Source: an optimization exercise on an open RTL-to-GDS flow (aim: small area and a short achievable clock period). Production flows keep margins and buffers that such runs may drop. Function was not checked in any run shown here: the RTL went through the layout flow alone. Power figures rest on the tool's default switching activity, not on a simulated workload.

## flow/design.v (module list and top-level ports; edited modules follow where they fit)
// module top: 21 lines
// module roba_mid: 17 lines
// module roba_in: 185 lines
// module roba_expx: 179 lines
// module roba_expy: 89 lines
// module roba_sha: 155 lines
// module roba_shb: 121 lines
// module roba_add: 339 lines
// module g_inv: 1 lines
// module g_nand2: 1 lines
// module g_nor2: 1 lines
// module g_xor2: 1 lines
// module g_xnor2: 1 lines
// module g_a21oi: 1 lines
// module g_o21ai: 1 lines
// module g_o22ai: 1 lines
// module g_nor3: 1 lines
// module g_nor4: 1 lines
// module g_and4: 1 lines
// module g_nand3: 1 lines
// module g_nand4: 1 lines
// module g_a22o: 1 lines
// module g_a31oi: 1 lines
// module g_a41oi: 1 lines
module top (
    input             clk,
    input      [15:0] x,
    input      [15:0] y,
    output reg [31:0] Q_p
);
  // ...
==> flow/flow/run.sh <==
#!/bin/bash
# Own layout flow: the standard ORFS flow with these changes:
#  - synthesis keeps the modules named in KEEP (flattened again at the end, as the standard flow's script
#    does) so that ABC maps each with a script of its own (ABC_PLAN: module:script pairs);
#  - ports get PORT_BUF buffers;
#  - timing repair aims SETUP_MARGIN ns below the clock period.
# Every tool's output goes to a log file in the work folder (and ORFS's own logs under orfs/logs).
set -euo pipefail
WORK=$(pwd)
FLOWDIR=$WORK/flow
source $FLOWDIR/settings.sh

cp config.mk my_config.mk
cat >> my_config.mk <<EOC
export SETUP_SLACK_MARGIN = ${SETUP_MARGIN}
export TNS_END_PERCENT = 100
export BUFFER_PORTS_ARGS = -buffer_cell ${PORT_BUF}
export SYNTH_KEEP_MODULES = ${KEEP:-}
EOC
[ -n "${EXTRA_MK:-}" ] && printf '%b\n' "$EXTRA_MK" >> my_config.mk

# synthesis script: the standard flow's, with abc run once per module of ABC_PLAN, each with its own script
{
  echo "proc abc {args} {"
  echo "  set i [lsearch -exact \$args -script]"
  echo "  foreach {mod scr} {${ABC_PLAN}} {"
  echo "    set a \$args"
  echo "    lset a [expr {\$i + 1}] $FLOWDIR/\$scr"
  echo "    if {[string match roba_exp* \$mod]} { foreach c {${EXP_DU:-}} { lappend a -dont_use \$c } }"
  echo "    yosys abc {*}\$a \$mod"
  echo "  }"
  echo "}"
  cat synth_recipe.tcl
} > my_synth.tcl

make -C "$FLOW_HOME" DESIGN_CONFIG=$WORK/my_config.mk WORK_HOME=$WORK/orfs CLKGATE_MAP_FILE= \
  SYNTH_SCRIPT=$WORK/my_synth.tcl finish > $WORK/make_finish.log 2>&1

RES=$WORK/orfs/results/$FLOW_PLATFORM/top/base
: # left out here: write the final layout as DEF
==> flow/flow/amap.abc <==
strash; dch -f; amap
==> flow/flow/exp.abc <==
strash; dch -f; map -D 900; topo; buffer -N 8; upsize -D 900; dnsize -D 900; stime -p
==> flow/flow/gate.abc <==
strash; map -a
==> flow/flow/settings.sh <==
SETUP_MARGIN=9.4
PORT_BUF=sky130_fd_sc_hd__buf_1
KEEP=" g_a21oi g_a22o g_inv g_nand2 g_nand3 g_nand4 g_nor2 g_nor3 g_o21ai g_o22ai g_xnor2 g_xor2 "
ABC_PLAN="g_* gate.abc top amap.abc"
EXTRA_MK='export ADDER_MAP_FILE =
export CTS_BUF_LIST = sky130_fd_sc_hd__clkbuf_8
export CTS_CLUSTER_SIZE = 32
export CTS_CLUSTER_DIAMETER = 60
export SKIP_GATE_CLONING = 1
export REMOVE_ABC_BUFFERS = 1'
EXP_DU="sky130_fd_sc_hd__nor4_* sky130_fd_sc_hd__nor3_* sky130_fd_sc_hd__or4_* sky130_fd_sc_hd__or3_* sky130_fd_sc_hd__a211oi_* sky130_fd_sc_hd__a2111oi_* sky130_fd_sc_hd__o2111ai_* sky130_fd_sc_hd__a311oi_* sky130_fd_sc_hd__o311ai_* sky130_fd_sc_hd__a41oi_* sky130_fd_sc_hd__o41ai_* sky130_fd_sc_hd__nor4b_* sky130_fd_sc_hd__nor3b_* sky130_fd_sc_hd__or2_* sky130_fd_sc_hd__and4_* sky130_fd_sc_hd__a221oi_* sky130_fd_sc_hd__o221ai_*"
==> flow/standard.sh <==
#!/bin/bash
# synth_recipe.tcl (not shown) runs the flow's synth.tcl, then flattens the netlist and writes it again
# the make line also repeats each setting of config.mk as NAME=value (left out here)
make -C /OpenROAD-flow-scripts/flow DESIGN_CONFIG=/design/flow/config.mk WORK_HOME=/design/flow/orfs CLKGATE_MAP_FILE= SYNTH_SCRIPT=/design/flow/synth_recipe.tcl "${@:-finish}"
==> flow/config.mk <==
export PLATFORM = sky130hd
export DESIGN_NAME = top
export DESIGN_NICKNAME = top
export VERILOG_FILES = /design/flow/design.v
export SDC_FILE = /design/flow/constraint.sdc
export NUM_CORES = 8
export LEC_CHECK = 0
export CAP_MARGIN = 20
export CORE_MARGIN = 2
export CORE_UTILIZATION = 40
export SLEW_MARGIN = 20
==> flow/constraint.sdc <==
create_clock -name core_clock -period 14.0 [get_ports {clk}]
set_input_delay 2.8000 -clock core_clock [delete_from_list [all_inputs] [get_ports {clk}]]
set_output_delay 2.8000 -clock core_clock [all_outputs]
set_load 0.01 [all_outputs]
==> results by group, run 1 <==
Synthesis
  • Flop and latch count out of synthesis: 65
  • Simple-gate share of the synthesized area: 26.2%

STA
  • Max Clk Rate: 234 MHz
  • Fin. Hold Viols: 0

Final layout
  • Clock buffers: 10
  • Final net count: 1065
  • Regs by FF count: Q_p x32, ax_r x16, ay_r x16
  • Bufs w/o clock: 74
  • Clock Network Area Fraction: 2.73%
  • Post-Layout Inst Area: 6910 sq um

Setup path
  • Worst EP required: 14250 ps
  • Critical Path AT: 4520 ps
  • Critical Path Fanout Max: 14
  • CP endpoint kind: flop

Outcome
  • Outcome: finished clean

Routing
  • Via density: 5.18

Worst hold path
  • HP Start: s_r$_DFF_P_

Pwr
  • Switch share: 42.4%
  • Pleak: 2.33 nW

Clock network
  • Setup bufs post-CTS: 5
  • CTS Buf Count: 9

Die
  • Die Ht: 126 um
  • Boundary pin count: 65

Placement
  • Post-Place Cells: 1198

Global route
  • Met3 usage: 2.44%
  • GRT busiest layer: met2
==> module roba_mid, before the edit <==
module roba_mid (
    input  [15:0] ax,
    input  [15:0] ay,
    input         s,
    output [30:0] p
);
  wire        nzx = |ax;
  wire        nzy = |ay;
  wire [3:0]  ex, ey;
  wire [13:0] dx;
  roba_expx rx (.a(ax), .nz(nzy), .e(ex), .d(dx));
  roba_expy ry (.a(ay), .e(ey));
  wire [30:0] A, B;
  roba_sha sha (.d(ay & {16{nzx}}), .e(ex), .o(A));    
  roba_shb shb (.d(dx), .e(ey), .o(B));                 
  roba_add add (.a(A), .b(B), .inv(s), .s(p));
endmodule
==> module roba_expx, before the edit <==
module roba_expx (
    input  [15:0] a,
    input         nz,
    output [3:0]  e,
    output [13:0] d
);
  wire o_1, o_2, o_3, o_4, o_5, o_6, o_7, o_8, i_9, o_10, o_11, i_12, o_13, o_14, i_15, o_16, o_17, i_18, o_19, o_20, o_21, i_22, o_23, o_24, o_25, o_26, i_27, o_28, o_29, o_30, i_31, o_32, o_33, o_34, o_35, o_36, o_37, o_38, o_39, gn_40, ab_41, ge_42, gn_43, gn_44, ab_45, ge_46, ab_47, ge_48, gn_49, gn_50, ab_51, ge_52, gn_53, ab_54, ge_55, ab_56, ge_57, gn_58, i_59, e_60, e_61, i_62, i_63, e_64, e_65, e_66, i_67, e_68, i_69, i_70, e_71, i_72, i_73, e_74, i_75, e_76, e_77, e_78, e_79, i_80, tn_81, tn_82, i_83, tn_84, i_85, tn_86, tn_87, tn_88, i_89, tn_90, i_91, tn_92, tn_93, tn_94, tn_95, tn_96, i_97, tn_98, up_99, up_100, up_101, up_102, nzn_103, up_104, up_105, up_106, i_107, ag_108, i_109, d_110, i_111, ag_112, d_113, i_114, ag_115, d_116, i_117, ag_118, i_119, d_120, i_121, ag_122, d_123, i_124, ag_125, d_126, i_127, ag_128, i_129, d_130, i_131, ag_132, d_133, i_134, ag_135, d_136, i_137, ag_138, d_139, i_140, ag_141, i_142, d_143, i_144, ag_145, d_146, i_147, ag_148, i_149, d_150, i_151, ag_152, d_153;
  g_nor2 u1 (a[14], a[15], o_1);
  g_nor2 u2 (a[12], a[13], o_2);
  g_nor2 u3 (a[10], a[11], o_3);
  g_nor2 u4 (a[8], a[9], o_4);
  g_nor2 u5 (a[6], a[7], o_5);
  g_nor2 u6 (a[4], a[5], o_6);
  g_nor2 u7 (a[2], a[3], o_7);
  g_nor2 u8 (a[0], a[1], o_8);
  g_inv u9 (o_1, i_9);
  g_nor2 u10 (a[13], i_9, o_10);
  g_nand2 u11 (o_2, o_1, o_11);
  g_inv u12 (o_3, i_12);
  g_nor2 u13 (a[9], i_12, o_13);
  g_nand2 u14 (o_4, o_3, o_14);
  g_inv u15 (o_5, i_15);
  g_nor2 u16 (a[5], i_15, o_16);
  g_nand2 u17 (o_6, o_5, o_17);
  g_inv u18 (o_7, i_18);
  g_nor2 u19 (a[1], i_18, o_19);
  g_nand2 u20 (o_8, o_7, o_20);
  g_nor2 u21 (a[11], o_11, o_21);
  g_inv u22 (o_11, i_22);
  g_nand2 u23 (o_3, i_22, o_23);
  g_nand2 u24 (o_13, i_22, o_24);
  g_nor2 u25 (o_14, o_11, o_25);
  g_nor2 u26 (a[3], o_17, o_26);
  g_inv u27 (o_17, i_27);
  g_nand2 u28 (o_7, i_27, o_28);
  g_nand2 u29 (o_19, i_27, o_29);
  g_nor2 u30 (o_20, o_17, o_30);
  g_inv u31 (o_25, i_31);
  g_nor2 u32 (a[7], i_31, o_32);
  g_nand2 u33 (o_5, o_25, o_33);
  g_nand2 u34 (o_16, o_25, o_34);
  g_nor2 u35 (o_17, i_31, o_35);
  g_nand2 u36 (o_26, o_25, o_36);
  g_nor2 u37 (o_28, i_31, o_37);
  g_nor2 u38 (o_29, i_31, o_38);
  g_nand2 u39 (o_30, o_25, o_39);
  g_a21oi u40 (a[2], a[1], o_36, gn_40);
  g_nand2 u41 (a[3], a[2], ab_41);
  g_nand2 u42 (o_35, ab_41, ge_42);
  g_a21oi u43 (a[4], a[3], o_34, gn_43);
  g_a21oi u44 (a[5], a[4], o_33, gn_44);
  g_nand2 u45 (a[6], a[5], ab_45);
  g_nand2 u46 (o_32, ab_45, ge_46);
  g_nand2 u47 (a[7], a[6], ab_47);
  g_nand2 u48 (o_25, ab_47, ge_48);
  g_a21oi u49 (a[8], a[7], o_24, gn_49);
  g_a21oi u50 (a[9], a[8], o_23, gn_50);
  g_nand2 u51 (a[10], a[9], ab_51);
  g_nand2 u52 (o_21, ab_51, ge_52);
  g_a21oi u53 (a[11], a[10], o_11, gn_53);
  g_nand2 u54 (a[12], a[11], ab_54);
  g_nand2 u55 (o_10, ab_54, ge_55);
  g_nand2 u56 (a[13], a[12], ab_56);
  g_nand2 u57 (o_1, ab_56, ge_57);
  g_a21oi u58 (a[14], a[13], a[15], gn_58);
  g_inv u59 (ge_42, i_59);
  g_o21ai u60 (i_59, ge_48, gn_53, e_60);
  g_o22ai u61 (o_37, ge_42, gn_44, ge_48, e_61);
  g_inv u62 (gn_53, i_62);
  g_inv u63 (ge_57, i_63);
  g_o21ai u64 (gn_50, i_62, i_63, e_64);
  g_nor2 u65 (e_61, e_64, e_65);
  g_inv u66 (e_65, e_66);
  g_inv u67 (o_37, i_67);
  g_o22ai u68 (o_38, i_67, gn_40, ge_42, e_68);
  g_inv u69 (gn_44, i_69);
  g_inv u70 (ge_46, i_70);
  g_o22ai u71 (gn_43, i_69, i_70, ge_48, e_71);
  g_inv u72 (gn_50, i_72);
  g_inv u73 (ge_52, i_73);
  g_o22ai u74 (gn_49, i_72, i_73, i_62, e_74);
  g_inv u75 (ge_55, i_75);
  g_o21ai u76 (i_75, ge_57, gn_58, e_76);
  g_nor2 u77 (e_68, e_71, e_77);
  g_nor2 u78 (e_74, e_76, e_78);
  g_nand2 u79 (e_77, e_78, e_79);
  g_inv u80 (o_36, i_80);
  g_nand3 u81 (a[2], a[1], i_80, tn_81);
  g_nand3 u82 (a[3], a[2], o_35, tn_82);
  g_inv u83 (o_34, i_83);
  g_nand3 u84 (a[4], a[3], i_83, tn_84);
  g_inv u85 (o_33, i_85);
  g_nand3 u86 (a[5], a[4], i_85, tn_86);
  g_nand3 u87 (a[6], a[5], o_32, tn_87);
  g_nand3 u88 (a[7], a[6], o_25, tn_88);
  g_inv u89 (o_24, i_89);
  g_nand3 u90 (a[8], a[7], i_89, tn_90);
  g_inv u91 (o_23, i_91);
  g_nand3 u92 (a[9], a[8], i_91, tn_92);
  g_nand3 u93 (a[10], a[9], o_21, tn_93);
  g_nand3 u94 (a[11], a[10], i_22, tn_94);
  g_nand3 u95 (a[12], a[11], o_10, tn_95);
  g_nand3 u96 (a[13], a[12], o_1, tn_96);
  g_inv u97 (a[15], i_97);
  g_nand3 u98 (a[14], a[13], i_97, tn_98);
  g_nand4 u99 (tn_81, tn_82, tn_84, tn_86, up_99);
  g_nand4 u100 (tn_87, tn_88, tn_90, tn_92, up_100);
  g_nand4 u101 (tn_93, tn_94, tn_95, tn_96, up_101);
  g_inv u102 (tn_98, up_102);
  g_inv u103 (nz, nzn_103);
  g_nor2 u104 (up_99, up_100, up_104);
  g_nor2 u105 (up_101, up_102, up_105);
  g_a21oi u106 (up_104, up_105, nzn_103, up_106);
  g_inv u107 (a[0], i_107);
  g_nor2 u108 (i_107, nzn_103, ag_108);
  g_inv u109 (o_38, i_109);
  g_a22o u110 (i_109, ag_108, o_38, up_106, d_110);
  g_inv u111 (a[1], i_111);
  g_nor2 u112 (i_111, nzn_103, ag_112);
  g_a22o u113 (i_67, ag_112, o_37, up_106, d_113);
  g_inv u114 (a[2], i_114);
  g_nor2 u115 (i_114, nzn_103, ag_115);
  g_a22o u116 (o_36, ag_115, i_80, up_106, d_116);
  g_inv u117 (a[3], i_117);
  g_nor2 u118 (i_117, nzn_103, ag_118);
  g_inv u119 (o_35, i_119);
  g_a22o u120 (i_119, ag_118, o_35, up_106, d_120);
  g_inv u121 (a[4], i_121);
  g_nor2 u122 (i_121, nzn_103, ag_122);
  g_a22o u123 (o_34, ag_122, i_83, up_106, d_123);
  g_inv u124 (a[5], i_124);
  g_nor2 u125 (i_124, nzn_103, ag_125);
  g_a22o u126 (o_33, ag_125, i_85, up_106, d_126);
  g_inv u127 (a[6], i_127);
  g_nor2 u128 (i_127, nzn_103, ag_128);
  g_inv u129 (o_32, i_129);
  g_a22o u130 (i_129, ag_128, o_32, up_106, d_130);
  g_inv u131 (a[7], i_131);
  g_nor2 u132 (i_131, nzn_103, ag_132);
  g_a22o u133 (i_31, ag_132, o_25, up_106, d_133);
  g_inv u134 (a[8], i_134);
  g_nor2 u135 (i_134, nzn_103, ag_135);
  g_a22o u136 (o_24, ag_135, i_89, up_106, d_136);
  g_inv u137 (a[9], i_137);
  g_nor2 u138 (i_137, nzn_103, ag_138);
  g_a22o u139 (o_23, ag_138, i_91, up_106, d_139);
  g_inv u140 (a[10], i_140);
  g_nor2 u141 (i_140, nzn_103, ag_141);
  g_inv u142 (o_21, i_142);
  g_a22o u143 (i_142, ag_141, o_21, up_106, d_143);
  g_inv u144 (a[11], i_144);
  g_nor2 u145 (i_144, nzn_103, ag_145);
  g_a22o u146 (o_11, ag_145, i_22, up_106, d_146);
  g_inv u147 (a[12], i_147);
  g_nor2 u148 (i_147, nzn_103, ag_148);
  g_inv u149 (o_10, i_149);
  g_a22o u150 (i_149, ag_148, o_10, up_106, d_150);
  g_inv u151 (a[13], i_151);
  g_nor2 u152 (i_151, nzn_103, ag_152);
  g_a22o u153 (i_9, ag_152, o_1, up_106, d_153);
  assign e[0] = e_79;
  assign e[1] = e_66;
  assign e[2] = e_60;
  assign e[3] = ge_48;
  assign d[0] = d_110;
  assign d[1] = d_113;
  assign d[2] = d_116;
  assign d[3] = d_120;
  assign d[4] = d_123;
  assign d[5] = d_126;
  assign d[6] = d_130;
  assign d[7] = d_133;
  assign d[8] = d_136;
  assign d[9] = d_139;
  assign d[10] = d_143;
  assign d[11] = d_146;
  assign d[12] = d_150;
  assign d[13] = d_153;
endmodule
==> module roba_expy, before the edit <==
module roba_expy (
    input  [15:0] a,
    output [3:0]  e
);
  wire o_1, o_2, o_3, o_4, o_5, o_6, o_7, o_8, i_9, o_10, o_11, i_12, o_13, o_14, i_15, o_16, o_17, i_18, o_19, o_20, o_21, i_22, o_23, o_24, o_25, o_26, i_27, o_28, o_29, o_30, i_31, o_32, o_33, o_34, o_35, o_36, o_37, o_38, o_39, gn_40, ab_41, ge_42, gn_43, gn_44, ab_45, ge_46, ab_47, ge_48, gn_49, gn_50, ab_51, ge_52, gn_53, ab_54, ge_55, ab_56, ge_57, gn_58, i_59, e_60, e_61, i_62, i_63, e_64, e_65, e_66, i_67, e_68, i_69, i_70, e_71, i_72, i_73, e_74, i_75, e_76, e_77, e_78, e_79;
  g_nor2 u1 (a[14], a[15], o_1);
  g_nor2 u2 (a[12], a[13], o_2);
  g_nor2 u3 (a[10], a[11], o_3);
  g_nor2 u4 (a[8], a[9], o_4);
  g_nor2 u5 (a[6], a[7], o_5);
  g_nor2 u6 (a[4], a[5], o_6);
  g_nor2 u7 (a[2], a[3], o_7);
  g_nor2 u8 (a[0], a[1], o_8);
  g_inv u9 (o_1, i_9);
  g_nor2 u10 (a[13], i_9, o_10);
  g_nand2 u11 (o_2, o_1, o_11);
  g_inv u12 (o_3, i_12);
  g_nor2 u13 (a[9], i_12, o_13);
  g_nand2 u14 (o_4, o_3, o_14);
  g_inv u15 (o_5, i_15);
  g_nor2 u16 (a[5], i_15, o_16);
  g_nand2 u17 (o_6, o_5, o_17);
  g_inv u18 (o_7, i_18);
  g_nor2 u19 (a[1], i_18, o_19);
  g_nand2 u20 (o_8, o_7, o_20);
  g_nor2 u21 (a[11], o_11, o_21);
  g_inv u22 (o_11, i_22);
  g_nand2 u23 (o_3, i_22, o_23);
  g_nand2 u24 (o_13, i_22, o_24);
  g_nor2 u25 (o_14, o_11, o_25);
  g_nor2 u26 (a[3], o_17, o_26);
  g_inv u27 (o_17, i_27);
  g_nand2 u28 (o_7, i_27, o_28);
  g_nand2 u29 (o_19, i_27, o_29);
  g_nor2 u30 (o_20, o_17, o_30);
  g_inv u31 (o_25, i_31);
  g_nor2 u32 (a[7], i_31, o_32);
  g_nand2 u33 (o_5, o_25, o_33);
  g_nand2 u34 (o_16, o_25, o_34);
  g_nor2 u35 (o_17, i_31, o_35);
  g_nand2 u36 (o_26, o_25, o_36);
  g_nor2 u37 (o_28, i_31, o_37);
  g_nor2 u38 (o_29, i_31, o_38);
  g_nand2 u39 (o_30, o_25, o_39);
  g_a21oi u40 (a[2], a[1], o_36, gn_40);
  g_nand2 u41 (a[3], a[2], ab_41);
  g_nand2 u42 (o_35, ab_41, ge_42);
  g_a21oi u43 (a[4], a[3], o_34, gn_43);
  g_a21oi u44 (a[5], a[4], o_33, gn_44);
  g_nand2 u45 (a[6], a[5], ab_45);
  g_nand2 u46 (o_32, ab_45, ge_46);
  g_nand2 u47 (a[7], a[6], ab_47);
  g_nand2 u48 (o_25, ab_47, ge_48);
  g_a21oi u49 (a[8], a[7], o_24, gn_49);
  g_a21oi u50 (a[9], a[8], o_23, gn_50);
  g_nand2 u51 (a[10], a[9], ab_51);
  g_nand2 u52 (o_21, ab_51, ge_52);
  g_a21oi u53 (a[11], a[10], o_11, gn_53);
  g_nand2 u54 (a[12], a[11], ab_54);
  g_nand2 u55 (o_10, ab_54, ge_55);
  g_nand2 u56 (a[13], a[12], ab_56);
  g_nand2 u57 (o_1, ab_56, ge_57);
  g_a21oi u58 (a[14], a[13], a[15], gn_58);
  g_inv u59 (ge_42, i_59);
  g_o21ai u60 (i_59, ge_48, gn_53, e_60);
  g_o22ai u61 (o_37, ge_42, gn_44, ge_48, e_61);
  g_inv u62 (gn_53, i_62);
  g_inv u63 (ge_57, i_63);
  g_o21ai u64 (gn_50, i_62, i_63, e_64);
  g_nor2 u65 (e_61, e_64, e_65);
  g_inv u66 (e_65, e_66);
  g_inv u67 (o_37, i_67);
  g_o22ai u68 (o_38, i_67, gn_40, ge_42, e_68);
  g_inv u69 (gn_44, i_69);
  g_inv u70 (ge_46, i_70);
  g_o22ai u71 (gn_43, i_69, i_70, ge_48, e_71);
  g_inv u72 (gn_50, i_72);
  g_inv u73 (ge_52, i_73);
  g_o22ai u74 (gn_49, i_72, i_73, i_62, e_74);
  g_inv u75 (ge_55, i_75);
  g_o21ai u76 (i_75, ge_57, gn_58, e_76);
  g_nor2 u77 (e_68, e_71, e_77);
  g_nor2 u78 (e_74, e_76, e_78);
  g_nand2 u79 (e_77, e_78, e_79);
  assign e[0] = e_79;
  assign e[1] = e_66;
  assign e[2] = e_60;
  assign e[3] = ge_48;
endmodule
==> run 2: changes to the inputs <==
--- a/flow/design.v
+++ b/flow/design.v
@@ -31,5 +31,7 @@
   wire [3:0]  ex, ey;
   wire [13:0] dx;
-  roba_expx rx (.a(ax), .nz(nzy), .e(ex), .d(dx));
+  wire [13:0] mx;
+  roba_expx rx (.a(ax), .e(ex), .m(mx));
+  roba_upd  ux (.a(ax), .m(mx), .nz(nzy), .d(dx));
   roba_expy ry (.a(ay), .e(ey));
   wire [30:0] A, B;
@@ -38,4 +40,84 @@
   roba_add add (.a(A), .b(B), .inv(s), .s(p));
 endmodule
+module roba_expx (
+    input  [15:0] a,
+    output [3:0]  e,
+    output [13:0] m
+);
+  wire [15:0] mw;
+  wire [15:0] ar, orr;    
+  genvar j;
+  generate
+    for (j = 0; j < 16; j = j + 1) begin : g_r
+      assign ar[j] = a[15-j];
+      assign mw[15-j] = (j == 0) ? 1'b0 : orr[j-1];
+    end
+  endgenerate
+  roba_por #(.N(16)) por (.i(ar), .o(orr));
+  wire [16:1] ge;
+  assign ge[1]  = mw[0];
+  assign ge[2]  = mw[1];
+  generate
+    for (j = 3; j < 16; j = j + 1) begin : g_ge
+      assign ge[j] = mw[j-1] | (a[j-1] & a[j-2]);
+    end
+  endgenerate
+  assign ge[16] = 1'b0;
+  assign e[3] = ge[8];
+  assign e[2] = ge[4] & ~ge[8] | ge[12];
+  assign e[1] = ge[2] & ~ge[4] | ge[6] & ~ge[8] | ge[10] & ~ge[12] | ge[14];
+  assign e[0] = ge[1] & ~ge[2] | ge[3] & ~ge[4] | ge[5] & ~ge[6] | ge[7] & ~ge[8]
+              | ge[9] & ~ge[10] | ge[11] & ~ge[12] | ge[13] & ~ge[14] | ge[15];
+  assign m = mw[13:0];
+endmodule
+module roba_expy (
+    input  [15:0] a,
+    output [3:0]  e
+);
+  wire [15:0] m;
+  wire [15:0] ar, orr;    
+  genvar j;
+  generate
+    for (j = 0; j < 16; j = j + 1) begin : g_r
+      assign ar[j] = a[15-j];
+      assign m[15-j] = (j == 0) ? 1'b0 : orr[j-1];
+    end
+  endgenerate
+  roba_por #(.N(16)) por (.i(ar), .o(orr));
+  wire [16:1] ge;
+  assign ge[1]  = m[0];
+  assign ge[2]  = m[1];
+  generate
+    for (j = 3; j < 16; j = j + 1) begin : g_ge
+      assign ge[j] = m[j-1] | (a[j-1] & a[j-2]);
+    end
+  endgenerate
+  assign ge[16] = 1'b0;
+  assign e[3] = ge[8];
+  assign e[2] = ge[4] & ~ge[8] | ge[12];
+  assign e[1] = ge[2] & ~ge[4] | ge[6] & ~ge[8] | ge[10] & ~ge[12] | ge[14];
+  assign e[0] = ge[1] & ~ge[2] | ge[3] & ~ge[4] | ge[5] & ~ge[6] | ge[7] & ~ge[8]
+              | ge[9] & ~ge[10] | ge[11] & ~ge[12] | ge[13] & ~ge[14] | ge[15];
+endmodule
+module roba_por #(parameter N = 16, parameter L = 4) (
+    input  [N-1:0] i,
+    output [N-1:0] o
+);
+  wire [N-1:0] t [0:L];
+  assign t[0] = i;
+  genvar l, k;
+  generate
+    for (l = 0; l < L; l = l + 1) begin : lv
+      for (k = 0; k < N; k = k + 1) begin : bt
+        if ((k >> l) & 1) begin : op
+          assign t[l+1][k] = t[l][k] | t[l][((k >> l) << l) - 1];
+        end else begin : pass
+          assign t[l+1][k] = t[l][k];
+        end
+      end
+    end
+  endgenerate
+  assign o = t[L];
+endmodule
 module roba_in (
     input  [15:0] x,
@@ -223,271 +305,110 @@
   g_nor3 gs (sx_141, i_142, i_143, s);
 endmodule
-module roba_expx (
+module roba_upd (
     input  [15:0] a,
+    input  [13:0] m,
     input         nz,
-    output [3:0]  e,
     output [13:0] d
 );
-  wire o_1, o_2, o_3, o_4, o_5, o_6, o_7, o_8, i_9, o_10, o_11, i_12, o_13, o_14, i_15, o_16, o_17, i_18, o_19, o_20, o_21, i_22, o_23, o_24, o_25, o_26, i_27, o_28, o_29, o_30, i_31, o_32, o_33, o_34, o_35, o_36, o_37, o_38, o_39, gn_40, ab_41, ge_42, gn_43, gn_44, ab_45, ge_46, ab_47, ge_48, gn_49, gn_50, ab_51, ge_52, gn_53, ab_54, ge_55, ab_56, ge_57, gn_58, i_59, e_60, e_61, i_62, i_63, e_64, e_65, e_66, i_67, e_68, i_69, i_70, e_71, i_72, i_73, e_74, i_75, e_76, e_77, e_78, e_79, i_80, tn_81, tn_82, i_83, tn_84, i_85, tn_86, tn_87, tn_88, i_89, tn_90, i_91, tn_92, tn_93, tn_94, tn_95, tn_96, i_97, tn_98, up_99, up_100, up_101, up_102, nzn_103, up_104, up_105, up_106, i_107, ag_108, i_109, d_110, i_111, ag_112, d_113, i_114, ag_115, d_116, i_117, ag_118, i_119, d_120, i_121, ag_122, d_123, i_124, ag_125, d_126, i_127, ag_128, i_129, d_130, i_131, ag_132, d_133, i_134, ag_135, d_136, i_137, ag_138, d_139, i_140, ag_141, i_142, d_143, i_144, ag_145, d_146, i_147, ag_148, i_149, d_150, i_151, ag_152, d_153;
-  g_nor2 u1 (a[14], a[15], o_1);
-  g_nor2 u2 (a[12], a[13], o_2);
-  g_nor2 u3 (a[10], a[11], o_3);
-  g_nor2 u4 (a[8], a[9], o_4);
-  g_nor2 u5 (a[6], a[7], o_5);
-  g_nor2 u6 (a[4], a[5], o_6);
-  g_nor2 u7 (a[2], a[3], o_7);
-  g_nor2 u8 (a[0], a[1], o_8);
-  g_inv u9 (o_1, i_9);
-  g_nor2 u10 (a[13], i_9, o_10);
-  g_nand2 u11 (o_2, o_1, o_11);
-  g_inv u12 (o_3, i_12);
-  g_nor2 u13 (a[9], i_12, o_13);
-  g_nand2 u14 (o_4, o_3, o_14);
-  g_inv u15 (o_5, i_15);
-  g_nor2 u16 (a[5], i_15, o_16);
-  g_nand2 u17 (o_6, o_5, o_17);
-  g_inv u18 (o_7, i_18);
-  g_nor2 u19 (a[1], i_18, o_19);
-  g_nand2 u20 (o_8, o_7, o_20);
-  g_nor2 u21 (a[11], o_11, o_21);
-  g_inv u22 (o_11, i_22);
-  g_nand2 u23 (o_3, i_22, o_23);
-  g_nand2 u24 (o_13, i_22, o_24);
-  g_nor2 u25 (o_14, o_11, o_25);
-  g_nor2 u26 (a[3], o_17, o_26);
-  g_inv u27 (o_17, i_27);
-  g_nand2 u28 (o_7, i_27, o_28);
-  g_nand2 u29 (o_19, i_27, o_29);
-  g_nor2 u30 (o_20, o_17, o_30);
-  g_inv u31 (o_25, i_31);
-  g_nor2 u32 (a[7], i_31, o_32);
-  g_nand2 u33 (o_5, o_25, o_33);
-  g_nand2 u34 (o_16, o_25, o_34);
-  g_nor2 u35 (o_17, i_31, o_35);
-  g_nand2 u36 (o_26, o_25, o_36);
-  g_nor2 u37 (o_28, i_31, o_37);
-  g_nor2 u38 (o_29, i_31, o_38);
-  g_nand2 u39 (o_30, o_25, o_39);
-  g_a21oi u40 (a[2], a[1], o_36, gn_40);
-  g_nand2 u41 (a[3], a[2], ab_41);
-  g_nand2 u42 (o_35, ab_41, ge_42);
-  g_a21oi u43 (a[4], a[3], o_34, gn_43);
-  g_a21oi u44 (a[5], a[4], o_33, gn_44);
-  g_nand2 u45 (a[6], a[5], ab_45);
-  g_nand2 u46 (o_32, ab_45, ge_46);
-  g_nand2 u47 (a[7], a[6], ab_47);
-  g_nand2 u48 (o_25, ab_47, ge_48);
-  g_a21oi u49 (a[8], a[7], o_24, gn_49);
-  g_a21oi u50 (a[9], a[8], o_23, gn_50);
-  g_nand2 u51 (a[10], a[9], ab_51);
-  g_nand2 u52 (o_21, ab_51, ge_52);
-  g_a21oi u53 (a[11], a[10], o_11, gn_53);
-  g_nand2 u54 (a[12], a[11], ab_54);
-  g_nand2 u55 (o_10, ab_54, ge_55);
-  g_nand2 u56 (a[13], a[12], ab_56);
-  g_nand2 u57 (o_1, ab_56, ge_57);
-  g_a21oi u58 (a[14], a[13], a[15], gn_58);
-  g_inv u59 (ge_42, i_59);
-  g_o21ai u60 (i_59, ge_48, gn_53, e_60);
-  g_o22ai u61 (o_37, ge_42, gn_44, ge_48, e_61);
-  g_inv u62 (gn_53, i_62);
-  g_inv u63 (ge_57, i_63);
-  g_o21ai u64 (gn_50, i_62, i_63, e_64);
-  g_nor2 u65 (e_61, e_64, e_65);
-  g_inv u66 (e_65, e_66);
-  g_inv u67 (o_37, i_67);
-  g_o22ai u68 (o_38, i_67, gn_40, ge_42, e_68);
-  g_inv u69 (gn_44, i_69);
-  g_inv u70 (ge_46, i_70);
-  g_o22ai u71 (gn_43, i_69, i_70, ge_48, e_71);
-  g_inv u72 (gn_50, i_72);
-  g_inv u73 (ge_52, i_73);
-  g_o22ai u74 (gn_49, i_72, i_73, i_62, e_74);
-  g_inv u75 (ge_55, i_75);
-  g_o21ai u76 (i_75, ge_57, gn_58, e_76);
-  g_nor2 u77 (e_68, e_71, e_77);
-  g_nor2 u78 (e_74, e_76, e_78);
-  g_nand2 u79 (e_77, e_78, e_79);
-  g_inv u80 (o_36, i_80);
-  g_nand3 u81 (a[2], a[1], i_80, tn_81);
-  g_nand3 u82 (a[3], a[2], o_35, tn_82);
-  g_inv u83 (o_34, i_83);
-  g_nand3 u84 (a[4], a[3], i_83, tn_84);
-  g_inv u85 (o_33, i_85);
-  g_nand3 u86 (a[5], a[4], i_85, tn_86);
-  g_nand3 u87 (a[6], a[5], o_32, tn_87);
-  g_nand3 u88 (a[7], a[6], o_25, tn_88);
-  g_inv u89 (o_24, i_89);
-  g_nand3 u90 (a[8], a[7], i_89, tn_90);
-  g_inv u91 (o_23, i_91);
-  g_nand3 u92 (a[9], a[8], i_91, tn_92);
-  g_nand3 u93 (a[10], a[9], o_21, tn_93);
-  g_nand3 u94 (a[11], a[10], i_22, tn_94);
-  g_nand3 u95 (a[12], a[11], o_10, tn_95);
-  g_nand3 u96 (a[13], a[12], o_1, tn_96);
-  g_inv u97 (a[15], i_97);
-  g_nand3 u98 (a[14], a[13], i_97, tn_98);
-  g_nand4 u99 (tn_81, tn_82, tn_84, tn_86, up_99);
-  g_nand4 u100 (tn_87, tn_88, tn_90, tn_92, up_100);
-  g_nand4 u101 (tn_93, tn_94, tn_95, tn_96, up_101);
-  g_inv u102 (tn_98, up_102);
-  g_inv u103 (nz, nzn_103);
-  g_nor2 u104 (up_99, up_100, up_104);
-  g_nor2 u105 (up_101, up_102, up_105);
-  g_a21oi u106 (up_104, up_105, nzn_103, up_106);
-  g_inv u107 (a[0], i_107);
-  g_nor2 u108 (i_107, nzn_103, ag_108);
-  g_inv u109 (o_38, i_109);
-  g_a22o u110 (i_109, ag_108, o_38, up_106, d_110);
-  g_inv u111 (a[1], i_111);
-  g_nor2 u112 (i_111, nzn_103, ag_112);
-  g_a22o u113 (i_67, ag_112, o_37, up_106, d_113);
-  g_inv u114 (a[2], i_114);
-  g_nor2 u115 (i_114, nzn_103, ag_115);
-  g_a22o u116 (o_36, ag_115, i_80, up_106, d_116);
-  g_inv u117 (a[3], i_117);
-  g_nor2 u118 (i_117, nzn_103, ag_118);
-  g_inv u119 (o_35, i_119);
-  g_a22o u120 (i_119, ag_118, o_35, up_106, d_120);
-  g_inv u121 (a[4], i_121);
-  g_nor2 u122 (i_121, nzn_103, ag_122);
-  g_a22o u123 (o_34, ag_122, i_83, up_106, d_123);
-  g_inv u124 (a[5], i_124);
-  g_nor2 u125 (i_124, nzn_103, ag_125);
-  g_a22o u126 (o_33, ag_125, i_85, up_106, d_126);
-  g_inv u127 (a[6], i_127);
-  g_nor2 u128 (i_127, nzn_103, ag_128);
-  g_inv u129 (o_32, i_129);
-  g_a22o u130 (i_129, ag_128, o_32, up_106, d_130);
-  g_inv u131 (a[7], i_131);
-  g_nor2 u132 (i_131, nzn_103, ag_132);
-  g_a22o u133 (i_31, ag_132, o_25, up_106, d_133);
-  g_inv u134 (a[8], i_134);
-  g_nor2 u135 (i_134, nzn_103, ag_135);
-  g_a22o u136 (o_24, ag_135, i_89, up_106, d_136);
-  g_inv u137 (a[9], i_137);
-  g_nor2 u138 (i_137, nzn_103, ag_138);
-  g_a22o u139 (o_23, ag_138, i_91, up_106, d_139);
-  g_inv u140 (a[10], i_140);
-  g_nor2 u141 (i_140, nzn_103, ag_141);
-  g_inv u142 (o_21, i_142);
-  g_a22o u143 (i_142, ag_141, o_21, up_106, d_143);
-  g_inv u144 (a[11], i_144);
-  g_nor2 u145 (i_144, nzn_103, ag_145);
-  g_a22o u146 (o_11, ag_145, i_22, up_106, d_146);
-  g_inv u147 (a[12], i_147);
-  g_nor2 u148 (i_147, nzn_103, ag_148);
-  g_inv u149 (o_10, i_149);
-  g_a22o u150 (i_149, ag_148, o_10, up_106, d_150);
-  g_inv u151 (a[13], i_151);
-  g_nor2 u152 (i_151, nzn_103, ag_152);
-  g_a22o u153 (i_9, ag_152, o_1, up_106, d_153);
-  assign e[0] = e_79;
-  assign e[1] = e_66;
-  assign e[2] = e_60;
-  assign e[3] = ge_48;
-  assign d[0] = d_110;
-  assign d[1] = d_113;
-  assign d[2] = d_116;
-  assign d[3] = d_120;
-  assign d[4] = d_123;
-  assign d[5] = d_126;
-  assign d[6] = d_130;
-  assign d[7] = d_133;
-  assign d[8] = d_136;
-  assign d[9] = d_139;
-  assign d[10] = d_143;
-  assign d[11] = d_146;
-  assign d[12] = d_150;
-  assign d[13] = d_153;
-endmodule
-module roba_expy (
-    input  [15:0] a,
-    output [3:0]  e
-);
-  wire o_1, o_2, o_3, o_4, o_5, o_6, o_7, o_8, i_9, o_10, o_11, i_12, o_13, o_14, i_15, o_16, o_17, i_18, o_19, o_20, o_21, i_22, o_23, o_24, o_25, o_26, i_27, o_28, o_29, o_30, i_31, o_32, o_33, o_34, o_35, o_36, o_37, o_38, o_39, gn_40, ab_41, ge_42, gn_43, gn_44, ab_45, ge_46, ab_47, ge_48, gn_49, gn_50, ab_51, ge_52, gn_53, ab_54, ge_55, ab_56, ge_57, gn_58, i_59, e_60, e_61, i_62, i_63, e_64, e_65, e_66, i_67, e_68, i_69, i_70, e_71, i_72, i_73, e_74, i_75, e_76, e_77, e_78, e_79;
-  g_nor2 u1 (a[14], a[15], o_1);
-  g_nor2 u2 (a[12], a[13], o_2);
-  g_nor2 u3 (a[10], a[11], o_3);
-  g_nor2 u4 (a[8], a[9], o_4);
-  g_nor2 u5 (a[6], a[7], o_5);
-  g_nor2 u6 (a[4], a[5], o_6);
-  g_nor2 u7 (a[2], a[3], o_7);
-  g_nor2 u8 (a[0], a[1], o_8);
-  g_inv u9 (o_1, i_9);
-  g_nor2 u10 (a[13], i_9, o_10);
-  g_nand2 u11 (o_2, o_1, o_11);
-  g_inv u12 (o_3, i_12);
-  g_nor2 u13 (a[9], i_12, o_13);
-  g_nand2 u14 (o_4, o_3, o_14);
-  g_inv u15 (o_5, i_15);
-  g_nor2 u16 (a[5], i_15, o_16);
-  g_nand2 u17 (o_6, o_5, o_17);
-  g_inv u18 (o_7, i_18);
-  g_nor2 u19 (a[1], i_18, o_19);
-  g_nand2 u20 (o_8, o_7, o_20);
-  g_nor2 u21 (a[11], o_11, o_21);
-  g_inv u22 (o_11, i_22);
-  g_nand2 u23 (o_3, i_22, o_23);
-  g_nand2 u24 (o_13, i_22, o_24);
-  g_nor2 u25 (o_14, o_11, o_25);
-  g_nor2 u26 (a[3], o_17, o_26);
-  g_inv u27 (o_17, i_27);
-  g_nand2 u28 (o_7, i_27, o_28);
-  g_nand2 u29 (o_19, i_27, o_29);
-  g_nor2 u30 (o_20, o_17, o_30);
-  g_inv u31 (o_25, i_31);
-  g_nor2 u32 (a[7], i_31, o_32);
-  g_nand2 u33 (o_5, o_25, o_33);
-  g_nand2 u34 (o_16, o_25, o_34);
-  g_nor2 u35 (o_17, i_31, o_35);
-  g_nand2 u36 (o_26, o_25, o_36);
-  g_nor2 u37 (o_28, i_31, o_37);
-  g_nor2 u38 (o_29, i_31, o_38);
-  g_nand2 u39 (o_30, o_25, o_39);
-  g_a21oi u40 (a[2], a[1], o_36, gn_40);
-  g_nand2 u41 (a[3], a[2], ab_41);
-  g_nand2 u42 (o_35, ab_41, ge_42);
-  g_a21oi u43 (a[4], a[3], o_34, gn_43);
-  g_a21oi u44 (a[5], a[4], o_33, gn_44);
-  g_nand2 u45 (a[6], a[5], ab_45);
-  g_nand2 u46 (o_32, ab_45, ge_46);
-  g_nand2 u47 (a[7], a[6], ab_47);
-  g_nand2 u48 (o_25, ab_47, ge_48);
-  g_a21oi u49 (a[8], a[7], o_24, gn_49);
-  g_a21oi u50 (a[9], a[8], o_23, gn_50);
-  g_nand2 u51 (a[10], a[9], ab_51);
-  g_nand2 u52 (o_21, ab_51, ge_52);
-  g_a21oi u53 (a[11], a[10], o_11, gn_53);
-  g_nand2 u54 (a[12], a[11], ab_54);
-  g_nand2 u55 (o_10, ab_54, ge_55);
-  g_nand2 u56 (a[13], a[12], ab_56);
-  g_nand2 u57 (o_1, ab_56, ge_57);
-  g_a21oi u58 (a[14], a[13], a[15], gn_58);
-  g_inv u59 (ge_42, i_59);
-  g_o21ai u60 (i_59, ge_48, gn_53, e_60);
-  g_o22ai u61 (o_37, ge_42, gn_44, ge_48, e_61);
-  g_inv u62 (gn_53, i_62);
-  g_inv u63 (ge_57, i_63);
-  g_o21ai u64 (gn_50, i_62, i_63, e_64);
-  g_nor2 u65 (e_61, e_64, e_65);
-  g_inv u66 (e_65, e_66);
-  g_inv u67 (o_37, i_67);
-  g_o22ai u68 (o_38, i_67, gn_40, ge_42, e_68);
-  g_inv u69 (gn_44, i_69);
-  g_inv u70 (ge_46, i_70);
-  g_o22ai u71 (gn_43, i_69, i_70, ge_48, e_71);
-  g_inv u72 (gn_50, i_72);
-  g_inv u73 (ge_52, i_73);
-  g_o22ai u74 (gn_49, i_72, i_73, i_62, e_74);
-  g_inv u75 (ge_55, i_75);
-  g_o21ai u76 (i_75, ge_57, gn_58, e_76);
-  g_nor2 u77 (e_68, e_71, e_77);
-  g_nor2 u78 (e_74, e_76, e_78);
-  g_nand2 u79 (e_77, e_78, e_79);
-  assign e[0] = e_79;
-  assign e[1] = e_66;
-  assign e[2] = e_60;
-  assign e[3] = ge_48;
+  wire v_1, v_2, i_3, u_4, v_5, i_6, u_7, v_8, i_9, u_10, v_11, i_12, u_13, v_14, i_15, u_16, v_17, i_18, u_19, v_20, i_21, u_22, v_23, u_24, v_25, i_26, u_27, v_28, i_29, u_30, v_31, i_32, u_33, v_34, i_35, u_36, v_37, i_38, u_39, v_40, i_41, u_42, nzn_43, mg_44, ag_45, d_46, mg_47, ag_48, d_49, mg_50, ag_51, d_52, mg_53, ag_54, d_55, mg_56, ag_57, d_58, mg_59, ag_60, d_61, mg_62, ag_63, d_64, mg_65, ag_66, d_67, mg_68, ag_69, d_70, mg_71, ag_72, d_73, mg_74, ag_75, d_76, mg_77, ag_78, d_79, mg_80, ag_81, d_82, mg_83, ag_84, d_85;
+  g_nor2 u1 (a[1], a[0], v_1);
+  g_nor2 u2 (a[3], a[2], v_2);
+  g_inv u3 (a[3], i_3);
+  g_o22ai u4 (a[2], i_3, a[1], a[3], u_4);
+  g_nor2 u5 (a[5], a[4], v_5);
+  g_inv u6 (a[5], i_6);
+  g_o22ai u7 (a[4], i_6, a[3], a[5], u_7);
+  g_nor2 u8 (a[7], a[6], v_8);
+  g_inv u9 (a[7], i_9);
+  g_o22ai u10 (a[6], i_9, a[5], a[7], u_10);
+  g_nor2 u11 (a[9], a[8], v_11);
+  g_inv u12 (a[9], i_12);
+  g_o22ai u13 (a[8], i_12, a[7], a[9], u_13);
+  g_nor2 u14 (a[11], a[10], v_14);
+  g_inv u15 (a[11], i_15);
+  g_o22ai u16 (a[10], i_15, a[9], a[11], u_16);
+  g_nor2 u17 (a[13], a[12], v_17);
+  g_inv u18 (a[13], i_18);
+  g_o22ai u19 (a[12], i_18, a[11], a[13], u_19);
+  g_nor2 u20 (a[15], a[14], v_20);
+  g_inv u21 (a[15], i_21);
+  g_o22ai u22 (a[14], i_21, a[13], a[15], u_22);
+  g_nand2 u23 (v_2, v_1, v_23);
+  g_nor2 u24 (v_2, u_4, u_24);
+  g_nand2 u25 (v_8, v_5, v_25);
+  g_inv u26 (v_8, i_26);
+  g_o22ai u27 (u_10, v_8, u_7, i_26, u_27);
+  g_nand2 u28 (v_14, v_11, v_28);
+  g_inv u29 (v_14, i_29);
+  g_o22ai u30 (u_16, v_14, u_13, i_29, u_30);
+  g_nand2 u31 (v_20, v_17, v_31);
+  g_inv u32 (v_20, i_32);
+  g_o22ai u33 (u_22, v_20, u_19, i_32, u_33);
+  g_nor2 u34 (v_25, v_23, v_34);
+  g_inv u35 (v_25, i_35);
+  g_o22ai u36 (u_27, i_35, u_24, v_25, u_36);
+  g_nor2 u37 (v_31, v_28, v_37);
+  g_inv u38 (v_31, i_38);
+  g_o22ai u39 (u_33, i_38, u_30, v_31, u_39);
+  g_nand2 u40 (v_37, v_34, v_40);
+  g_inv u41 (v_37, i_41);
+  g_o22ai u42 (u_39, v_37, u_36, i_41, u_42);
+  g_inv u43 (nz, nzn_43);
+  g_nor2 u44 (m[0], nzn_43, mg_44);
+  g_and2 u45 (a[0], nz, ag_45);
+  g_a22o u46 (m[0], ag_45, mg_44, u_42, d_46);
+  g_nor2 u47 (m[1], nzn_43, mg_47);
+  g_and2 u48 (a[1], nz, ag_48);
+  g_a22o u49 (m[1], ag_48, mg_47, u_42, d_49);
+  g_nor2 u50 (m[2], nzn_43, mg_50);
+  g_and2 u51 (a[2], nz, ag_51);
+  g_a22o u52 (m[2], ag_51, mg_50, u_42, d_52);
+  g_nor2 u53 (m[3], nzn_43, mg_53);
+  g_and2 u54 (a[3], nz, ag_54);
+  g_a22o u55 (m[3], ag_54, mg_53, u_42, d_55);
+  g_nor2 u56 (m[4], nzn_43, mg_56);
+  g_and2 u57 (a[4], nz, ag_57);
+  g_a22o u58 (m[4], ag_57, mg_56, u_42, d_58);
+  g_nor2 u59 (m[5], nzn_43, mg_59);
+  g_and2 u60 (a[5], nz, ag_60);
+  g_a22o u61 (m[5], ag_60, mg_59, u_42, d_61);
+  g_nor2 u62 (m[6], nzn_43, mg_62);
+  g_and2 u63 (a[6], nz, ag_63);
+  g_a22o u64 (m[6], ag_63, mg_62, u_42, d_64);
+  g_nor2 u65 (m[7], nzn_43, mg_65);
+  g_and2 u66 (a[7], nz, ag_66);
+  g_a22o u67 (m[7], ag_66, mg_65, u_42, d_67);
+  g_nor2 u68 (m[8], nzn_43, mg_68);
+  g_and2 u69 (a[8], nz, ag_69);
+  g_a22o u70 (m[8], ag_69, mg_68, u_42, d_70);
+  g_nor2 u71 (m[9], nzn_43, mg_71);
+  g_and2 u72 (a[9], nz, ag_72);
+  g_a22o u73 (m[9], ag_72, mg_71, u_42, d_73);
+  g_nor2 u74 (m[10], nzn_43, mg_74);
+  g_and2 u75 (a[10], nz, ag_75);
+  g_a22o u76 (m[10], ag_75, mg_74, u_42, d_76);
+  g_nor2 u77 (m[11], nzn_43, mg_77);
+  g_and2 u78 (a[11], nz, ag_78);
+  g_a22o u79 (m[11], ag_78, mg_77, u_42, d_79);
+  g_nor2 u80 (m[12], nzn_43, mg_80);
+  g_and2 u81 (a[12], nz, ag_81);
+  g_a22o u82 (m[12], ag_81, mg_80, u_42, d_82);
+  g_nor2 u83 (m[13], nzn_43, mg_83);
+  g_and2 u84 (a[13], nz, ag_84);
+  g_a22o u85 (m[13], ag_84, mg_83, u_42, d_85);
+  assign d[0] = d_46;
+  assign d[1] = d_49;
+  assign d[2] = d_52;
+  assign d[3] = d_55;
+  assign d[4] = d_58;
+  assign d[5] = d_61;
+  assign d[6] = d_64;
+  assign d[7] = d_67;
+  assign d[8] = d_70;
+  assign d[9] = d_73;
+  assign d[10] = d_76;
+  assign d[11] = d_79;
+  assign d[12] = d_82;
+  assign d[13] = d_85;
 endmodule
 module roba_sha (
@@ -1117,4 +1038,5 @@
 module g_nor4  (input a, input b, input c, input d, output y); assign y = ~(a | b | c | d); endmodule
 module g_and4  (input a, input b, input c, input d, output y); assign y = a & b & c & d;  endmodule
+module g_and2  (input a, input b, output y);          assign y = a & b;                   endmodule
 module g_nand3 (input a, input b, input c, output y); assign y = ~(a & b & c);          endmodule
 module g_nand4 (input a, input b, input c, input d, output y); assign y = ~(a & b & c & d); endmodule
--- a/flow/flow/run.sh
+++ b/flow/flow/run.sh
@@ -27,5 +27,4 @@
   echo "    set a \$args"
   echo "    lset a [expr {\$i + 1}] $FLOWDIR/\$scr"
-  echo "    if {[string match roba_exp* \$mod]} { foreach c {${EXP_DU:-}} { lappend a -dont_use \$c } }"
   echo "    yosys abc {*}\$a \$mod"
   echo "  }"
==> flow/flow/settings.sh (replaced) <==
SETUP_MARGIN=9.5
PORT_BUF=sky130_fd_sc_hd__buf_1
KEEP="roba_expx roba_expy g_a21oi g_a22o g_and2 g_inv g_nand2 g_nor2 g_nor3 g_o21ai g_o22ai g_xnor2 g_xor2 "
ABC_PLAN="roba_expx exp.abc roba_expy exp.abc g_* gate.abc top amap.abc"
EXTRA_MK='export ADDER_MAP_FILE =
export CTS_BUF_LIST = sky130_fd_sc_hd__clkbuf_8
export CTS_CLUSTER_SIZE = 32
export CTS_CLUSTER_DIAMETER = 60
export SKIP_GATE_CLONING = 1'
==> run 2 against run 1 <==
- first-iteration DRC count fell by 2.1%
- area after synthesis rose by 0.34%
- total power barely moved
- global-route usage fell by 0.52 points
- maximum frequency rose by 1.4%
- non-clock buffer count rose by 3
- die area rose by 0.33%
- via count fell by 1.6%
- clock power barely moved
- sequential power barely moved
- critical path type unchanged
==> results by group, run 2 <==
Clock network
  • CTS max path bufs: 2
  • CTS root buffer: clkbuf_8
  • Clock Sinks: 65
  • CTS tree: done
  • Hold_buf cts: 0
  • CTS Buf Count: 9 (unchanged)
  • Htree depth: 3
  • Worst-skew pair later-pin latency: 350 ps
  • Clock transition at path regs: 70 ps

Final layout
  • # fillers: 1555
  • Commonest non-fill, non-tap cell in the layout: nor2_1
  • Multi-input gate area: 4420 sq um
  • FF+latch area: 1300 sq um
  • Regs by FF count: Q_p x32, ax_r x16, ay_r x16
  • Largest Register: Q_p
  • Diode count: 0
  • Final net count: 1024 (-3.8%)
  • Layout cells sized above 1: 9.56%
  • Layout area overhead: 15.1%
  • Post-Layout Cell Count: 1178
  • Max FFs per register: 32
  • Most frequent cells in the layout: nor2_1 (164), o22ai_1 (156), nand2_1 (127)

Routing
  • Initial DRC Count: 410
  • Via Count: 6228
  • Via density: 5.29 (+2.1%)
  • Drt pass-1 iters: 5
  • Antenna violation net count after detailed routing: 0
  • Post-DR wirelength/cell: 12.9 um
  • DRC Markers: 0
  • Total Routed Length: 15.2 mm

STA
  • Max-slew violation count: 0
  • Skew final: 9.69 ps
  • Setup-failing EPs final: 0
  • Fin. Hold Viols: 0 (unchanged)
  • Worst-Margin Slew: 1020 ps
  • Max Clk Rate: 238 MHz (+1.4%)
  • TNS Setup: 0 ps
  • Final Cycle Share: 30.1%
  • RSZ-0062 raised after global routing: true
  • Slew margin rel.: 32.0%
  • Final min period: 4210 ps

Synthesis
  • Top cells by area, synth: dfxtp_1 (22%), o22ai_1 (17%), xnor2_1 (14%)
  • Adder-Cell Fraction of Synth Area: 0%
  • Synth top cells by count: nor2_1 (165), o22ai_1 (159), nand2_1 (129)
  • Async SR Flop Fraction: 0%
  • Mux cell area share after synthesis: 0%
  • Area leader, netlist: dfxtp_1
  • Synth unique cells: 38
  • Post-Synth XOR/XNOR Area: 18.2%
  • Share of the synthesized area in the top cell type: 22.0%
  • Synth Area in Compound Gates: 28.6%
  • Top-count cell post-synth: nor2_1
  • Syn. warnings: 2
  • Simple-gate share of the synthesized area: 25.9% (-0.28 points)
  • Main synth FF type: dfxtp_1
  • Flop and latch count out of synthesis: 65 (unchanged)
  • Largest family of logic cells by synthesized area: compound AO/OA/AOI/OAI gates
  • Mean Syn Cell Area: 6.56 sq um
  • Mapped cell area: 5930 sq um
  • Seq/Total Area, Yosys: 22.0%
  • Mapped Cells: 903
  • Post-synth EDFFs: 0
  • Syn nets: 936

Setup path
  • Worst EP required: 14280 ps (+30 ps)
  • R2R setup slack: 9790 ps
  • Critical Path AT: 4500 ps (-20 ps)
  • CP Launch Type: flop
  • Worst Setup Path Type: reg -> reg
  • Critical Path Fanout Max: 30 (+16)
  • CP endpoint kind: flop
  • Worst reg2reg path depth: 22
  • Worst reg2reg path startpoint: ay_r[15]$_DFF_P_
  • Reg-to-Reg End: Q_p[17]$_DFF_P_

Worst hold path
  • Hold path depth: 0
  • HP Start: s_r$_DFF_P_
  • Hold Path End: Q_p[31]$_DFF_P_
  • Worst min-delay path class: reg -> reg

Pwr
  • Peak supply drop: 53.2 uV
  • Pleak: 2.36 nW (+1.0%)
  • Pwr dens: 133 nW/um^2

Placement
  • Port Buffers: 64
  • Hpwl dp: 11.9 mm
  • GP Congestion: 0.959
  • Post-Place Cells: 1154 (-3.7%)

Global route
  • Vias in the first global route: 5272
  • GRT Overall Usage: 18.6%
  • Largest net degree at the start of global routing: 33
  • First-pass GRT wire length: 24.9 mm
  • Initial antenna violation count: 0
  • GRT overflow: 0

Die
  • Boundary pin count: 65 (unchanged)
  • Site Rows: 44
  • Die Ht: 126 um (+0.16%)
  • Die area: 15800 sq um
  • Overall die width: 126 um
  • Initial core utilization: 40.8%
  • Core ar.: 14500 sq um

Outcome
  • Outcome: finished clean

Flow run
  • Max-cap violations: 0
run 2: cell count changes in the layout (fill, tap and decap cells not counted), sizes merged, moves of 5 or more:
cell and delta:
nand3 -6, clkinv -48, inv +17, and2 +14, nor2 -22, o22ai +5
nand2 -23
run 2: per-stage QoR:
stage	hold WS [ps]	power (mW)	cell area, sq um	utilization, %	setup WS [ps]
2_1_floorplan	844	0.633	5960	-	9520
3_3_place_gp	887	0.740	6450	44.4	8360
3_5_place_dp	869	0.740	6450	44.4	8370
4_1_cts	872	0.902	6700	46.1	9520
5_1_grt	904	0.980	6820	47.0	9460
6_report	856	0.907	6820	47.0	9790
run 2: kinds of logic after synthesis:
kind of cell    Yosys count
buf+inv                  85
simple gates            353
flops                    65
compound gates          277
xor+xnor                123
run 2: final cells by class:
| class | count | share of cell area (%) |
|---|---|---|
| flip-flops and latches | 65 | 19.1 |
| clock inverters | 4 | 0.678 |
| repair buffers | 77 | 4.88 |
| inverters | 85 | 5.12 |
| clock buffers | 10 | 2.02 |
| well taps | 184 | 3.37 |
| multi-input cells | 753 | 64.8 |
run 2: timing repair:
action / CTS / global route
pin swaps: 1 / 3
endpoints found under the setup margin: 23 / 22
resized for setup: 15 / 19
setup buffers: 2 / 8
run 2: how the worst max path moves through the flow:
stage | from | end | slack (ps) | cells after the start
floorplan | ax_r[11]$_DFF_P_ | Q_p[25]$_DFF_P_ | 9520 | 17
global placement | ax_r[13]$_DFF_P_ | Q_p[18]$_DFF_P_ | 8360 | 19
finish | ay_r[15]$_DFF_P_ | Q_p[17]$_DFF_P_ | 9790 | 22
global route | ay_r[15]$_DFF_P_ | Q_p[17]$_DFF_P_ | 9460 | 22
CTS | ax_r[14]$_DFF_P_ | Q_p[28]$_DFF_P_ | 9520 | 18
detailed placement | ax_r[13]$_DFF_P_ | Q_p[18]$_DFF_P_ | 8370 | 19
run 2: power by group:
group          internal (mW)  leakage, nW  switching [mW]
clock                 0.0840       0.0954          0.0691
sequential             0.236        0.549          0.0288
combinational          0.203         1.71           0.286
run 2: per-module statistics from Yosys, one instance, submodules excluded:
module,times used,cells,flip-flops and latches
g_nand2,110,1,0
g_and2,14,1,0
g_o21ai,43,1,0
g_nor3,1,1,0
g_a22o,14,1,0
roba_expx,1,56,0
g_xnor2,92,1,0
g_o22ai,159,1,0
g_inv,65,1,0
g_xor2,31,1,0
g_nor2,156,1,0
top,1,91,65
g_a21oi,28,1,0
roba_expy,1,43,0
run 2: critical path, stage by stage (launching register included):
cell and delay (ps):
dfxtp_1 330, nor2_1 130, nand3_1 110, nor2_1 230
o21ai_2 80, buf_4 230, inv_1 100, nand2_1 50
o211ai_1 80, buf_4 260, clkinvlp_4 190, buf_2 200
o22ai_1 320, o22ai_1 210, o22ai_1 270, nor2_1 100
o21ai_0 240, a21oi_2 90, o21ai_1 230, a21oi_4 90
clkbuf_2 170, o21ai_0 240, xor2_1 160
run 2: layer usage:
metal	GRT usage, %	up-vias	wire length [um]
li1	-	3331	-
met1	25.6	2716	7600
met2	30.1	152	6700
met3	2.68	29	605
met4	5.69	0	299
met5	0	-	0
==> run 3: changes to the inputs <==
--- a/flow/flow/run.sh
+++ b/flow/flow/run.sh
@@ -27,4 +27,5 @@
   echo "    set a \$args"
   echo "    lset a [expr {\$i + 1}] $FLOWDIR/\$scr"
+  echo "    if {[string match roba_exp* \$mod]} { foreach c {${EXP_DU:-}} { lappend a -dont_use \$c } }"
   echo "    yosys abc {*}\$a \$mod"
   echo "  }"
--- a/flow/flow/settings.sh
+++ b/flow/flow/settings.sh
@@ -1,3 +1,3 @@
-SETUP_MARGIN=9.5
+SETUP_MARGIN=9.4
 PORT_BUF=sky130_fd_sc_hd__buf_1
 KEEP="roba_expx roba_expy g_a21oi g_a22o g_and2 g_inv g_nand2 g_nor2 g_nor3 g_o21ai g_o22ai g_xnor2 g_xor2 "
@@ -7,3 +7,5 @@
 export CTS_CLUSTER_SIZE = 32
 export CTS_CLUSTER_DIAMETER = 60
-export SKIP_GATE_CLONING = 1'
+export SKIP_GATE_CLONING = 1
+export REMOVE_ABC_BUFFERS = 1'
+EXP_DU="sky130_fd_sc_hd__nor4_* sky130_fd_sc_hd__nor3_* sky130_fd_sc_hd__or4_* sky130_fd_sc_hd__or3_* sky130_fd_sc_hd__a211oi_* sky130_fd_sc_hd__a2111oi_* sky130_fd_sc_hd__o2111ai_* sky130_fd_sc_hd__a311oi_* sky130_fd_sc_hd__o311ai_* sky130_fd_sc_hd__a41oi_* sky130_fd_sc_hd__o41ai_* sky130_fd_sc_hd__nor4b_* sky130_fd_sc_hd__nor3b_* sky130_fd_sc_hd__or2_* sky130_fd_sc_hd__and4_* sky130_fd_sc_hd__a221oi_* sky130_fd_sc_hd__o221ai_*"
==> run 3 against run 2 <==
- largest power group unchanged
- non-clock buffer count decreased by 2
- wire length fell by 2.1%
- synthesized cell count rose by 0.89%
- cell count is 0.68% higher
- maximum frequency grew 0.35%
==> results by group, run 3 <==
Outcome
  • Outcome: finished clean

Synthesis
  • Mapped Cells: 911 (+0.89%)
  • Mean Syn Cell Area: 6.49 sq um (-1.2%)
  • Post-synth EDFFs: 0 (unchanged)
  • Main synth FF type: dfxtp_1
  • Synth unique cells: 32 (-16%)
  • Syn. warnings: 2 (unchanged)
  • Top-count cell post-synth: nor2_1
  • Async SR Flop Fraction: 0% (unchanged)
  • Seq/Total Area, Yosys: 22.0% (+0.070 points)
  • Share of the synthesized area in the top cell type: 22.0% (+0.070 points)
  • Mapped cell area: 5910 sq um (-0.32%)
  • Synth top cells by count: nor2_1 (170), o22ai_1 (159), nand2_1 (128)
  • Flop and latch count out of synthesis: 65 (unchanged)
  • Top cells by area, synth: dfxtp_1 (22%), o22ai_1 (17%), xnor2_1 (14%)
  • Area leader, netlist: dfxtp_1

Routing
  • Post-DR wirelength/cell: 12.6 um (-2.8%)
  • Initial DRC Count: 469 (+14%)
  • Drt pass-1 iters: 6 (+1)
  • Top Layer Used: met4
  • Via Count: 6144 (-1.3%)
  • Total Routed Length: 14.9 mm (-2.1%)
  • Antenna violation net count after detailed routing: 0 (unchanged)
  • DR WL met3: 615 um (+1.7%)
  • DRC Markers: 0 (unchanged)
  • Wire length on met2: 6.47 mm (-3.4%)
  • Via density: 5.18 (-2.0%)
  • Met1 WL: 7.48 mm (-1.6%)

Clock network
  • Worst-skew pair later-pin latency: 370 ps (+20 ps)
  • CTS Buf Count: 9 (unchanged)
  • Hold_buf cts: 0 (unchanged)
  • Htree depth: 3 (unchanged)
  • Clock transition at path regs: 70 ps (about the same)
  • CTS max path bufs: 2 (unchanged)
  • CTS root buffer: clkbuf_8
  • CTS tree: done
  • Clock Sinks: 65 (unchanged)

STA
  • Max-slew violation count: 0 (unchanged)
  • Worst-Margin Slew: 991 ps (-29.1 ps)
  • RSZ-0062 raised after global routing: false
  • Fin. Hold Viols: 0 (unchanged)
  • Slew margin rel.: 34.0% (+1.9 points)
  • Max Clk Rate: 238 MHz (+0.35%)
  • TNS Setup: 0 ps (unchanged)
  • Skew final: 7.82 ps (-1.86 ps)
  • Final Cycle Share: 30.0% (-0.11 points)
  • WHS: 832 ps (-23.3 ps)
  • Setup-failing EPs final: 0 (unchanged)
  • Final min period: 4200 ps (-14.8 ps)

Final layout
  • # fillers: 1578 (+1.5%)
  • Commonest non-fill, non-tap cell in the layout: nor2_1
  • Post-Layout Cell Count: 1186 (+0.68%)
  • Max FFs per register: 32 (unchanged)
  • Most frequent cells in the layout: nor2_1 (170), o22ai_1 (155), nand2_1 (128)
  • Diode count: 0 (unchanged)
  • Layout area overhead: 13.7%
  • Layout cells sized above 1: 8.18% (-1.4 points)
  • Regs by FF count: Q_p x32, ax_r x16, ay_r x16
  • Final net count: 1030 (+0.59%)
  • Largest Register: Q_p

Global route
  • GRT Overall Usage: 19.0% (+0.46 points)
  • Largest net degree at the start of global routing: 33 (unchanged)
  • First-pass GRT wire length: 25.2 mm (+1.0%)
  • Initial antenna violation count: 0 (unchanged)
  • Vias in the first global route: 5366 (+1.8%)
  • GRT overflow: 0 (unchanged)

Die
  • Die Ht: 126 um (-0.16%)
  • Die area: 15800 sq um (-0.31%)
  • Site Rows: 44 (unchanged)
  • Core ar.: 14500 sq um (-0.38%)
  • Initial core utilization: 40.8% (about the same)
  • Boundary pin count: 65 (unchanged)
  • Overall die width: 126 um (-0.16%)

Worst hold path
  • Hold path depth: 0 (unchanged)
  • Worst min-delay path class: reg -> reg

Pwr
  • Pleak: 2.36 nW (about the same)
  • Peak supply drop: 45.9 uV (-14%)
  • Total power: 890 uW (-1.9%)
  • Pwr dens: 133 nW/um^2 (-0.31%)

Flow run
  • Max-cap violations: 0 (unchanged)

Placement
  • Port Buffers: 64 (unchanged)
  • Hpwl dp: 11.9 mm (-0.40%)
  • Post-Place Cells: 1164 (+0.87%)
  • GP Congestion: 0.947 (-1.3%)

Setup path
  • Critical Path AT: 4450 ps (-50 ps)
  • Critical path's slowest cell: dfxtp_1
  • Critical Path Fanout Max: 32 (+6.7%)
  • Most common cell on crit path: o22ai_1
  • Worst path max stage delay: 390 ps (+60 ps)
  • CP endpoint kind: flop
  • Worst Setup Path Type: reg -> reg
  • Crit-path cells: inv_1, nand3_1, nor2_1, o21ai_2, buf_4, nor2_1, a31oi_1, nand4_1, clkinv_2, o22ai_1, o22ai_1, o22ai_1, o22ai_1, nor2_1, o21ai_1, a21oi_1, o21ai_2, clkinv_1, o21ai_0, a21oi_1, xnor2_1
  • CP Launch Type: flop
  • Worst EP required: 14260 ps (-20 ps)
  • Worst reg2reg path depth: 21 (-4.5%)
run 3: cell types whose count changed in the layout (fill, tap and decap cells not counted), sizes merged, moves of 2 or more:
cell	previous run	this run
inv	22	33
clkinvlp	5	0
nor2	169	174
clkinv	61	64
o21ai	52	55
o2111ai	2	0
or2	2	0
run 3: report_power, final:
group | leakage, nW | switching, mW | internal, mW | total, mW
registers | 0.549 | 0.0277 | 0.236 | 0.264
logic | 1.71 | 0.281 | 0.201 | 0.481
clock network | 0.101 | 0.0732 | 0.0717 | 0.145
total | 2.36 | 0.382 | 0.508 | 0.890
run 3: final timing paths:
| kind | from | end | slack, ps |
|---|---|---|---|
| min reg2reg | s_r$_DFF_P_ | Q_p[31]$_DFF_P_ | 830 |
| min | s_r$_DFF_P_ | Q_p[31]$_DFF_P_ | 830 |
| max | ay_r[13]$_DFF_P_ | Q_p[25]$_DFF_P_ | 9800 |
| max reg2reg | ay_r[13]$_DFF_P_ | Q_p[25]$_DFF_P_ | 9800 |
run 3: cell type report:
type | instances | area (sq um) | share of cell area, %
multi-input combinational | 754 | 4330 | 64.5
sequential | 65 | 1300 | 19.4
inverter | 92 | 355 | 5.29
timing repair buffer | 75 | 323 | 4.81
tap | 184 | 230 | 3.43
clock buffer | 11 | 151 | 2.25
clock inverter | 5 | 22.5 | 0.335
run 3: per-layer routing:
metal / up-vias / GRT usage (%)
li1: 3349 / -
met1: 2625 / 26.3
met2: 146 / 30.3
met3: 24 / 2.57
met4: 0 / 6.73
met5: - / 0
run 3: through the flow:
| step | utilization (%) | setup slack, ps | area, sq um |
|---|---|---|---|
| 2_1_floorplan | - | 8150 | 5910 |
| 3_3_place_gp | 44.4 | 8270 | 6420 |
| 5_1_grt | 46.4 | 9400 | 6720 |
| 4_1_cts | 45.9 | 9420 | 6650 |
| 6_report | 46.4 | 9800 | 6720 |
| 3_5_place_dp | 44.4 | 8210 | 6420 |
run 3: cell families (layout without fill, tap and decap cells):
group | count (synthesis) | after routing | share of synthesized area [%]
buffers and inverters | 92 | 183 | 5.84
DFF | 65 | 65 | 22.0
and+or+nand+nor | 353 | 353 | 25.4
xor gates and xnor gates | 123 | 123 | 18.2
AOI/OAI and AO/OA | 278 | 278 | 28.5
run 3: critical path, delay by kind of cell (launching register included):
kind / cells / cell delay, ps
DFF: 1 / 390
and+or+nand+nor: 5 / 680
AOI/OAI and AO/OA: 11 / 2100
xor gates and xnor gates: 1 / 130
buffers and inverters: 4 / 780
run 3: per-module statistics from Yosys, one instance, submodules excluded, a selection:
module,flip-flops and latches,cells inside,area (sq um),times used
top,65,91,1470,1
roba_expy,0,44,204,1
g_nand2,0,1,3.75,110
g_a22o,0,1,10.0,14
g_and2,0,1,7.51,14
g_inv,0,1,3.75,65
g_o21ai,0,1,5.00,43
g_o22ai,0,1,6.26,159
g_xor2,0,1,8.76,31
g_nor3,0,1,5.00,1
run 3: what timing repair did:
| item | 4_1_cts | 5_1_grt |
|---|---|---|
| gates resized for setup | 12 | 15 |
| pin swaps | 2 | 1 |
| buffers inserted | 4 | 2 |
| endpoints found under the setup margin | 23 | 22 |

Check on run 3: ideal ports give 9.804 ns setup slack; a clkbuf_16 on the clock port and buf_2 on the inputs give 9.804 ns; moving port delays by the midpoint clock arrival (0.397 ns) as well gives 9.692 ns.
